This is an optimization exercise on Yosys and OpenROAD, whose aim is small area, not a production implementation. In this exercise RTL edits were held to simulation tests only and were not proved equivalent to the original. Power figures rest on the tool's default switching activity, not on a simulated workload.

== run A ==
## systolic_array_3x3
module systolic_array_3x3(
    input clk,
    input rst,
    input [71:0] a,
    input [71:0] b,
    output [143:0] c
);
Size: roughly 180 flip-flops, about 18000 µm² of cells after synthesis.
export LEC_CHECK = 0
export CAP_MARGIN = 20
export CORE_MARGIN = 2
export CORE_UTILIZATION = 40
export CTS_BUF_LIST = sky130_fd_sc_hd__clkbuf_8
export PLACE_DENSITY = 0.6
export SLEW_MARGIN = 20
export SYNTH_HIERARCHICAL = 1
export BUFFER_PORTS_ARGS = -buffer_cell sky130_fd_sc_hd__buf_1
export CTS_ARGS = -sink_clustering_enable -repair_clock_nets -buf_list sky130_fd_sc_hd__clkbuf_8 -dont_use_dummy_load
export GPL_KEEP_OVERFLOW = 0
create_clock -name core_clock -period 8.0 [get_ports {clk}]
standard.sh (not shown) runs the stock make flow with config.mk's settings and CLKGATE_MAP_FILE= SYNTH_SCRIPT=/design/flow/synth_recipe.tcl, a recipe that flattens the netlist after the stock synthesis.
==> flow/flow/run.sh <==
#!/bin/bash
# Own layout flow: the standard ORFS flow (standard.sh, unchanged synthesis),
# with the port buffers made from the smallest buffer cell instead of the
# default, and the clock tree built without dummy loads. ORFS keeps each
# step's log under orfs/logs/; make's own output goes to standard_flow.log.
set -euo pipefail
cat >> config.mk <<'EOM'
export BUFFER_PORTS_ARGS = -buffer_cell sky130_fd_sc_hd__buf_1
export CTS_ARGS = -sink_clustering_enable -repair_clock_nets -buf_list sky130_fd_sc_hd__clkbuf_8 -dont_use_dummy_load
export GPL_KEEP_OVERFLOW = 0
EOM
bash standard.sh > standard_flow.log 2>&1
### run A -> run B
==> flow/flow/run.sh <==
#!/bin/bash
# Own layout flow: the standard ORFS flow (standard.sh, unchanged
# synthesis) with three placement/clock-tree settings changed:
#  - the port buffers use the smallest buffer cell instead of the default;
#  - the clock tree is built from clkbuf_8 cells without dummy loads;
#  - buffers that timing-driven global placement adds as a trial are not kept.
# ORFS keeps each step's full log under orfs/logs/; make's own output goes to
# standard_flow.log in this folder.
set -euo pipefail
cat >> config.mk <<'EOM'
export BUFFER_PORTS_ARGS = -buffer_cell sky130_fd_sc_hd__buf_1
export CTS_ARGS = -sink_clustering_enable -repair_clock_nets -buf_list sky130_fd_sc_hd__clkbuf_8 -dont_use_dummy_load
export GPL_KEEP_OVERFLOW = 0
EOM
bash standard.sh > standard_flow.log 2>&1
--- outcome ---
- Run B against run A: worst vdd rail ir drop essentially unchanged, global-route usage essentially unchanged.
- From run A to run B the numbers moved as follows: total congestion overflow after global routing shows no meaningful change; combinational power roughly the same; count of final setup violators level; amount of wire on met2 after detailed routing shows no meaningful change.
- From run A to run B, number of library cell types mapped by synthesis did not move at all.
- Re total internal power: no difference whatsoever between run A and run B.
- On antenna diode instance count, run A tracks run B almost exactly.
- Comparing run A against run B, there is no change at all in area added between synthesis and finish.
[inputs] run C vs run B
- GPL_KEEP_OVERFLOW removed (was 0)
==> flow/flow/run.sh <==
#!/bin/bash
# Own layout flow: the standard ORFS flow (standard.sh, unchanged synthesis),
# with the port buffers made from the smallest buffer cell instead of the
# default, and the clock tree built without dummy loads. ORFS keeps each
# step's log under orfs/logs/; make's own output goes to standard_flow.log.
set -euo pipefail
cat >> config.mk <<'EOM'
export BUFFER_PORTS_ARGS = -buffer_cell sky130_fd_sc_hd__buf_1
export CTS_ARGS = -sink_clustering_enable -repair_clock_nets -buf_list sky130_fd_sc_hd__clkbuf_8 -dont_use_dummy_load
EOM
bash standard.sh > standard_flow.log 2>&1
### Flow results
For switching power share of the total, run B and run C come out practically identical. On global-route wire length before repair, run B beats run C. Compare run B and run C | met2 capacity usage during global routing higher: run C. Between run C and run B, the placeable core region figures differ only marginally. Worst path setup slack after routing: run C vs run B up 0.072 ns. Run C ended with more first-iteration DRC count than run B. For power, run C and run B come out practically identical. Compared run C against run B; power consumed by sequential cells within noise. On portion of the layout cell area used by clock cells, run B and run C are basically level. Relative to run B, the ratio of cells with drive above 1 in the final layout of run C is higher by 0.56 points. Sort run B and run C by routed wire length asc -> top: run B.


try-ember:
Another version of the RTL of systolic_array_3x3 (not shown whole).
Size: ~1500 cells after synthesis, roughly 180 flip-flops, about 290 I/O pins, about 18000 um2 of cells after synthesis.
// systolic_array_3x3
module systolic_array_3x3(
    input clk,
    input rst,
    input [71:0] a,
    input [71:0] b,
    output [143:0] c
);
==> flow/config.mk <==
export PLATFORM = sky130hd
export DESIGN_NAME = systolic_array_3x3
export DESIGN_NICKNAME = systolic_array_3x3
export VERILOG_FILES = /design/flow/design.v
export SDC_FILE = /design/flow/constraint.sdc
export NUM_CORES = 4
export LEC_CHECK = 0
export CAP_MARGIN = 20
export CORE_MARGIN = 2
export CORE_UTILIZATION = 40
export PLACE_DENSITY = 0.6
export SLEW_MARGIN = 20
export SYNTH_HIERARCHICAL = 1
export BUFFER_PORTS_ARGS = -buffer_cell sky130_fd_sc_hd__buf_1
==> flow/constraint.sdc <==
create_clock -name core_clock -period 8.0 [get_ports {clk}]
set_input_delay 1.6000 -clock core_clock [delete_from_list [all_inputs] [get_ports {clk}]]
set_output_delay 1.6000 -clock core_clock [all_outputs]
set_load 0.01 [all_outputs]
==> flow/flow/run.sh <==
#!/bin/bash
# Own layout flow: the standard ORFS flow (standard.sh, unchanged synthesis),
# with the port buffers made from the smallest buffer cell instead of the
# default, and the clock tree built without dummy loads. Each tool's output goes
# to a log file in this work folder (ORFS also keeps its per-step logs under
# orfs/logs/).
set -euo pipefail
cat >> config.mk <<'EOM'
export BUFFER_PORTS_ARGS = -buffer_cell sky130_fd_sc_hd__buf_1
EOM
bash standard.sh > standard_flow.log 2>&1
The flow for try-ember finished, though final verification flagged setup timing.
--- input diff try-ember..try-yarrow ---
- BUFFER_PORTS_ARGS: -buffer_cell sky130_fd_sc_hd__buf_1 -> unset
==> flow/run.sh (new file) <==
#!/bin/bash
# synth_recipe.tcl (not shown) runs the flow's synth.tcl, then flattens the netlist and writes it again
# the make line also repeats each setting of config.mk as NAME=value (left out here)
make -C /OpenROAD-flow-scripts/flow DESIGN_CONFIG=/design/flow/config.mk WORK_HOME=/design/flow/orfs CLKGATE_MAP_FILE= SYNTH_SCRIPT=/design/flow/synth_recipe.tcl finish
removed: flow/flow/run.sh
removed: flow/standard.sh
[summary]
- Every stage of the flow completed for try-yarrow, and the final layout passed the timing, DRC and antenna checks.
- On routed metal-1 wire length, try-ember and try-yarrow are basically level.
- On overall fraction of global-route tracks in use: try-yarrow sits above try-ember.
- On count of plain and timing-repair buffers, the higher figure sits with try-yarrow, not try-ember.
- Taking try-ember as the reference, in try-yarrow headroom to the max-slew limit went up 8.4 points; met3 capacity usage during global routing held; final critical delay including setup and external delays went down 0.066 ns; relative contribution of the clock network to total power went down 1.2 points.
[inputs] try-quartz vs try-yarrow
- CTS_CLUSTER_DIAMETER: unset -> 150
- CTS_BUF_LIST: unset -> sky130_fd_sc_hd__clkbuf_8
- BUFFER_PORTS_ARGS: unset -> -buffer_cell sky130_fd_sc_hd__buf_1
- CTS_CLUSTER_SIZE: unset -> 30
==> flow/flow/run.sh (new file) <==
#!/bin/bash
# Own layout flow: the standard ORFS flow (standard.sh, unchanged synthesis),
# with the port buffers made from the smallest buffer cell instead of the
# default, and the clock tree built without dummy loads. Each tool's output goes
# to a log file in this work folder (ORFS also keeps its per-step logs under
# orfs/logs/).
set -euo pipefail
cat >> config.mk <<'EOM'
export BUFFER_PORTS_ARGS = -buffer_cell sky130_fd_sc_hd__buf_1
EOM
bash standard.sh > standard_flow.log 2>&1
==> flow/standard.sh (new file) <==
#!/bin/bash
# synth_recipe.tcl (not shown) runs the flow's synth.tcl, then flattens the netlist and writes it again
# the make line also repeats each setting of config.mk as NAME=value (left out here)
make -C /OpenROAD-flow-scripts/flow DESIGN_CONFIG=/design/flow/config.mk WORK_HOME=/design/flow/orfs CLKGATE_MAP_FILE= SYNTH_SCRIPT=/design/flow/synth_recipe.tcl "${@:-finish}"
removed: flow/run.sh
Results
try-yarrow ended up with more cell instances than try-quartz did.
try-quartz vs try-yarrow: critical path depth up
Relative to try-yarrow, post-route fraction of the period consumed by the critical path increased by 1.9 points in try-quartz.
Routed length per instance in try-quartz is about 0.8% above try-yarrow.
Completing all stages was not enough for try-quartz: its layout failed the final checks because of setup timing.
Timing endpoint of the critical path = c[46]: try-yarrow; timing endpoint of the critical path = c[30]: try-quartz
### try-quartz -> try-nickel
- CTS_CLUSTER_DIAMETER: 150 -> 300
- CTS_BUF_LIST: sky130_fd_sc_hd__clkbuf_8 -> unset
- CTS_CLUSTER_SIZE: 30 -> 50
### Flow results
The met1 track demand over resource in global routing of try-quartz and that of try-nickel are within noise of each other. Looking at setup total negative slack, try-nickel sits above try-quartz. Looking at final design utilization, try-nickel sits above try-quartz. STATUS run=try-quartz STAGES=ALL_DONE FINAL_CHECKS=FAILED CAUSE=setup timing. | try-nickel | all stages done | FAIL | setup timing |.


exp/maple:
systolic_array_3x3, a different RTL version from the one above (not shown whole).
Size: roughly 1500 cells after synthesis, ~290 I/O pins, ~18000 um2 of cells after synthesis.
==> flow/config.mk <==
export PLATFORM = sky130hd
export DESIGN_NAME = systolic_array_3x3
export DESIGN_NICKNAME = systolic_array_3x3
export VERILOG_FILES = /design/flow/design.v
export SDC_FILE = /design/flow/constraint.sdc
export NUM_CORES = 4
export LEC_CHECK = 0
export CAP_MARGIN = 20
export CORE_MARGIN = 2
export CORE_UTILIZATION = 40
export PLACE_DENSITY = 0.6
export SLEW_MARGIN = 20
export SYNTH_HIERARCHICAL = 1
export BUFFER_PORTS_ARGS = -buffer_cell sky130_fd_sc_hd__buf_1
==> flow/constraint.sdc <==
create_clock -name core_clock -period 8.0 [get_ports {clk}]
set_input_delay 1.6000 -clock core_clock [delete_from_list [all_inputs] [get_ports {clk}]]
set_output_delay 1.6000 -clock core_clock [all_outputs]
set_load 0.01 [all_outputs]
==> flow/flow/run.sh <==
#!/bin/bash
# Own layout flow: the standard ORFS flow (standard.sh, unchanged synthesis),
# with the port buffers made from the smallest buffer cell instead of the
# default, and the clock tree built without dummy loads. Each tool's output goes
# to a log file in this work folder (ORFS also keeps its per-step logs under
# orfs/logs/).
set -euo pipefail
cat >> config.mk <<'EOM'
export BUFFER_PORTS_ARGS = -buffer_cell sky130_fd_sc_hd__buf_1
EOM
bash standard.sh > standard_flow.log 2>&1
diff inputs: exp/maple => exp/nickel
Settings: GPL_TIMING_DRIVEN now 0, previously not set; ABC_AREA now 1, previously not set.
[summary]
exp/nickel completed end to end with timing, DRC and antenna clean. Against exp/maple, height of the die in exp/nickel rose slightly. exp/nickel against exp/maple: total power after layout picked up an extra 0.45 mW, routed wire length picked up an extra 2.9%.
Inputs modified between exp/nickel and exp/harbor:
Settings: a deleted ABC_AREA that had been 1; an added CTS_BUF_LIST of sky130_fd_sc_hd__clkbuf_8; a deleted GPL_TIMING_DRIVEN that had been 0.
- Comparing exp/harbor and exp/nickel, xor-xnor portion of the synthesized cell area is higher on exp/harbor.
- exp/harbor against exp/nickel; count of filler cells inserted in the layout is down slightly.
- The lower end-of-flow core utilization of exp/harbor and exp/nickel is in exp/harbor.
- Post-synthesis instance total, exp/harbor and exp/nickel: smaller value in exp/harbor
- In the metrics for exp/harbor and exp/nickel, the one carrying the higher area of all placed cells without fillers is exp/nickel.
- exp/harbor has non-clock buffer count below what exp/nickel had.
diff inputs: exp/harbor => exp/amber
Settings: CORE_UTILIZATION changed from 40 to 55; PLACE_DENSITY changed from 0.6 to 0.75.
--- outcome ---
- Comparing via count of the first global-routing pass for exp/harbor and exp/amber, the bigger number came from exp/amber.
- exp/amber vs exp/harbor: routed wire length down by a few percent
- exp/amber vs exp/harbor: floorplan die area down by more than a quarter
- Via density per instance (lower): exp/harbor
- On setup slack, exp/harbor beats exp/amber.
- Diff exp/harbor -> exp/amber: insertion delay to the later sink of the worst-skew pair now smaller, total power now larger, portion of the layout cell area used by clock cells moved up, first-pass GRT wire length stayed essentially flat, design internal power climbed about 2.6%.

## static timing again, ports no longer ideal
The flow's constraints put no driver on any port. The routed layouts listed below were extracted and timed again, unchanged, in two steps.
Step 1: set_driving_cell puts a clkbuf_16 on clk and a buf_2 on each other input, an assumption about the parent block.
Step 2 times the ports against the registers' clock, not the clock port: input delays grow and output delays shrink by t, the midpoint of the rising clock arrivals with the driver on.
Slacks: no drivers / after step 1 / after step 2; pairs: no drivers / after step 1.
run | t (ns) | slack for setup (ns) | worst setup path after step 2 | latest minus earliest clock arrival (ns)
run A | 0.591 | 0.344 / 0.297 / 0.714 | register to register | 0.033 / 0.033
run B | 0.591 | 0.344 / 0.297 / 0.714 | register to register | 0.033 / 0.033
run C | 0.591 | 0.416 / 0.364 / 0.713 | register to register | 0.029 / 0.029
try-ember | 0.541 | -0.024 / -0.079 / 0.462 | register to output | 0.022 / 0.022
try-yarrow | 0.541 | 0.042 / -0.012 / 0.529 | register to output | 0.015 / 0.016
try-quartz | 0.613 | -0.107 / -0.157 / 0.455 | register to output | 0.028 / 0.027
try-nickel | 0.541 | -0.024 / -0.079 / 0.462 | register to output | 0.022 / 0.022
exp/maple | 0.538 | 0.437 / 0.385 / 0.822 | register to register | 0.014 / 0.014
exp/nickel | 0.540 | 0.484 / 0.427 / 0.681 | register to register | 0.019 / 0.019
exp/harbor | 0.600 | 0.366 / 0.317 / 0.826 | register to register | 0.020 / 0.020
exp/amber | 0.550 | 0.295 / 0.247 / 0.613 | register to register | 0.025 / 0.025
